This is an optimization exercise on Yosys and OpenROAD, whose aim is small area and a short achievable clock period, not a production implementation.
Only simulation tests tie the RTL to the original design; equivalence was not proved.
No activity file was given, so power comes from the tool's default toggle rates.

job 3382:
// MAF
module MAF(
    input clk,
    input  [31:0] A, B, C,
    input  [1:0]  func,
    output [63:0] Result
    );
clock: 10.0 ns
lec_check: 0
cap_margin: 0
core_margin: 2
core_utilization: 55
setup_slack_margin: 4.0
slew_margin: 0
standard.sh (not shown) runs the stock make flow with config.mk's settings and CLKGATE_MAP_FILE= SYNTH_SCRIPT=/design/flow/synth_recipe.tcl, a recipe that flattens the netlist after the stock synthesis.
==> flow/flow/run.sh <==
#!/bin/bash
# Standard ORFS layout with two changes:
#  - synthesis runs `synth -noabc` (the quick generic ABC pass inside synth is
#    skipped), so extract_fa sees the RTL's XOR/majority structure and maps
#    full adders without the inverters it otherwise puts around them;
#  - extra make variables from flow/make_args.txt (e.g. the port buffer cell).
# Each tool's output goes to its own log here and under orfs/logs.
set -euo pipefail
here=$(pwd)
sed '1s/yosys synth -nofsm -noshare/yosys synth -nofsm -noshare -noabc/' synth_recipe.tcl > my_synth.tcl
grep -q -- '-noabc' my_synth.tcl
sed "s#SYNTH_SCRIPT=[^ ]*#SYNTH_SCRIPT=$here/my_synth.tcl#" standard.sh > my_standard.sh
grep -q "SYNTH_SCRIPT=$here/my_synth.tcl" my_standard.sh
extra=()
if [[ -f flow/make_args.txt ]]; then
  while IFS= read -r line; do [[ -n "$line" ]] && extra+=("$line"); done < flow/make_args.txt
fi
bash my_standard.sh "${extra[@]}" synth > synth.log 2>&1
bash my_standard.sh "${extra[@]}" finish > layout.log 2>&1
test -f out/final.def
==> flow/flow/make_args.txt <==
BUFFER_PORTS_ARGS=-buffer_cell sky130_fd_sc_hd__buf_2
[inputs] job 3117 vs job 3382
- SLEW_MARGIN changed from 0 to 20
- CAP_MARGIN changed from 0 to 20
Notes after the runs:
- Job 3117 finished end to end and its layout was clean on timing, DRC and antenna.
- No stage failed in job 3382, and the final checks on the layout all came back clean.
- Reported for job 3117 and job 3382, sum of negative setup slack turned out identical to the last digit.
- Job 3117 against job 3382: final number of hold-violating endpoints held steady; transition time at the pin with the least slew margin held steady; combinational share of power held steady; number of rows created at floorplan held steady.
- Final standard cell utilization of the core: job 3382 vs job 3117 identical

---

== try-ember ==
MAF again, from the RTL that the note above started with.
==> flow/config.mk <==
export PLATFORM = sky130hd
export DESIGN_NAME = MAF
export DESIGN_NICKNAME = MAF
export VERILOG_FILES = /design/flow/design.v
export SDC_FILE = /design/flow/constraint.sdc
export NUM_CORES = 4
export LEC_CHECK = 0
export CAP_MARGIN = 20
export CORE_MARGIN = 2
export CORE_UTILIZATION = 55
export SETUP_SLACK_MARGIN = 4.0
export SLEW_MARGIN = 20
export TNS_END_PERCENT = 20
==> flow/constraint.sdc <==
create_clock -name core_clock -period 10.0 [get_ports {clk}]
set_input_delay 2.0000 -clock core_clock [delete_from_list [all_inputs] [get_ports {clk}]]
set_output_delay 2.0000 -clock core_clock [all_outputs]
set_load 0.01 [all_outputs]
Scripts as last shown in full above: flow/flow/run.sh, flow/flow/make_args.txt
Inputs modified between try-ember and try-fjord:
Settings: putting PLACE_DENSITY at 0.8 where nothing was set; clearing TNS_END_PERCENT, which used to be 20.
Notes after the runs:
When the final numbers for try-ember and try-fjord were put side by side, the number of placed instances, taps included turned out to be greater in try-ember.
| post-DP HPWL | try-fjord vs try-ember | 5.1% lower |
try-fjord does worse than try-ember on DRC marker count from the first detailed-route iteration.
Diff try-ember -> try-fjord | pre-CTS worst setup slack | increase of 0.021 ns
try-fjord vs try-ember: global-route usage down in try-fjord
try-fjord finished every step from synthesis to the final layout, and the layout passed the timing, DRC and antenna checks.
Against try-ember, internal power contribution in try-fjord rose slightly.
--- input diff try-fjord..try-indigo ---
Settings: swapping 55 for 40 in CORE_UTILIZATION; clearing PLACE_DENSITY, which used to be 0.8; swapping 4.0 for 4.2 in SETUP_SLACK_MARGIN.
[summary]
- Against try-fjord, try-indigo comes in 6.0% higher on wire length of the first global-routing pass.
- try-indigo reports a higher area growth from synthesis to layout than try-fjord does.
- Cmp try-indigo and try-fjord / hold slack / higher: try-fjord
- Going from try-fjord to try-indigo, proportion of cell area occupied by registers decreased 0.26 points; total power rose by 0.36%; fraction of the core area covered by cells at the end of the flow lower; routed wire length +about 5%.
- Changes observed in try-indigo relative to try-fjord: post-route fraction of the period consumed by the critical path went down by 1.7 points, critical path depth in cells now sits lower, final weighted congestion in routability-driven placement now sits lower.

## what the ideal ports hide
In the flow no input, the clock included, has a driving cell. The finished layouts below were timed again as built, in two steps. Step 1 sets driving cells, clkbuf_16 on the clock port and buf_2 on the other inputs (assumed; they add their load-dependent delay and slew). Step 2 also shifts input and output timing later by t, the mid clock arrival at the registers, as if the neighbouring blocks saw the same clock. Slacks: no drivers / after step 1 / after step 2; pairs: no drivers / after step 1.
run	shift t [ns]	setup slack, ns	clock arrival spread, ns	worst slew at a driven data input, ns
job 3382	0.546	4.031 / 3.971 / 3.529	0.016 / 0.017	0.08
job 3117	0.546	4.031 / 3.971 / 3.529	0.016 / 0.017	0.08
try-ember	0.548	4.003 / 3.939 / 3.474	0.017 / 0.017	0.09
try-fjord	0.523	3.950 / 3.954 / 3.431	0.024 / 0.024	0.14
try-indigo	0.561	4.120 / 4.146 / 3.585	0.017 / 0.017	0.14
After both steps setup and hold are still met in every run listed. The setup slack of try-indigo, which loses most, moves by +0.026 ns with the drivers and by -0.535 ns with both steps.
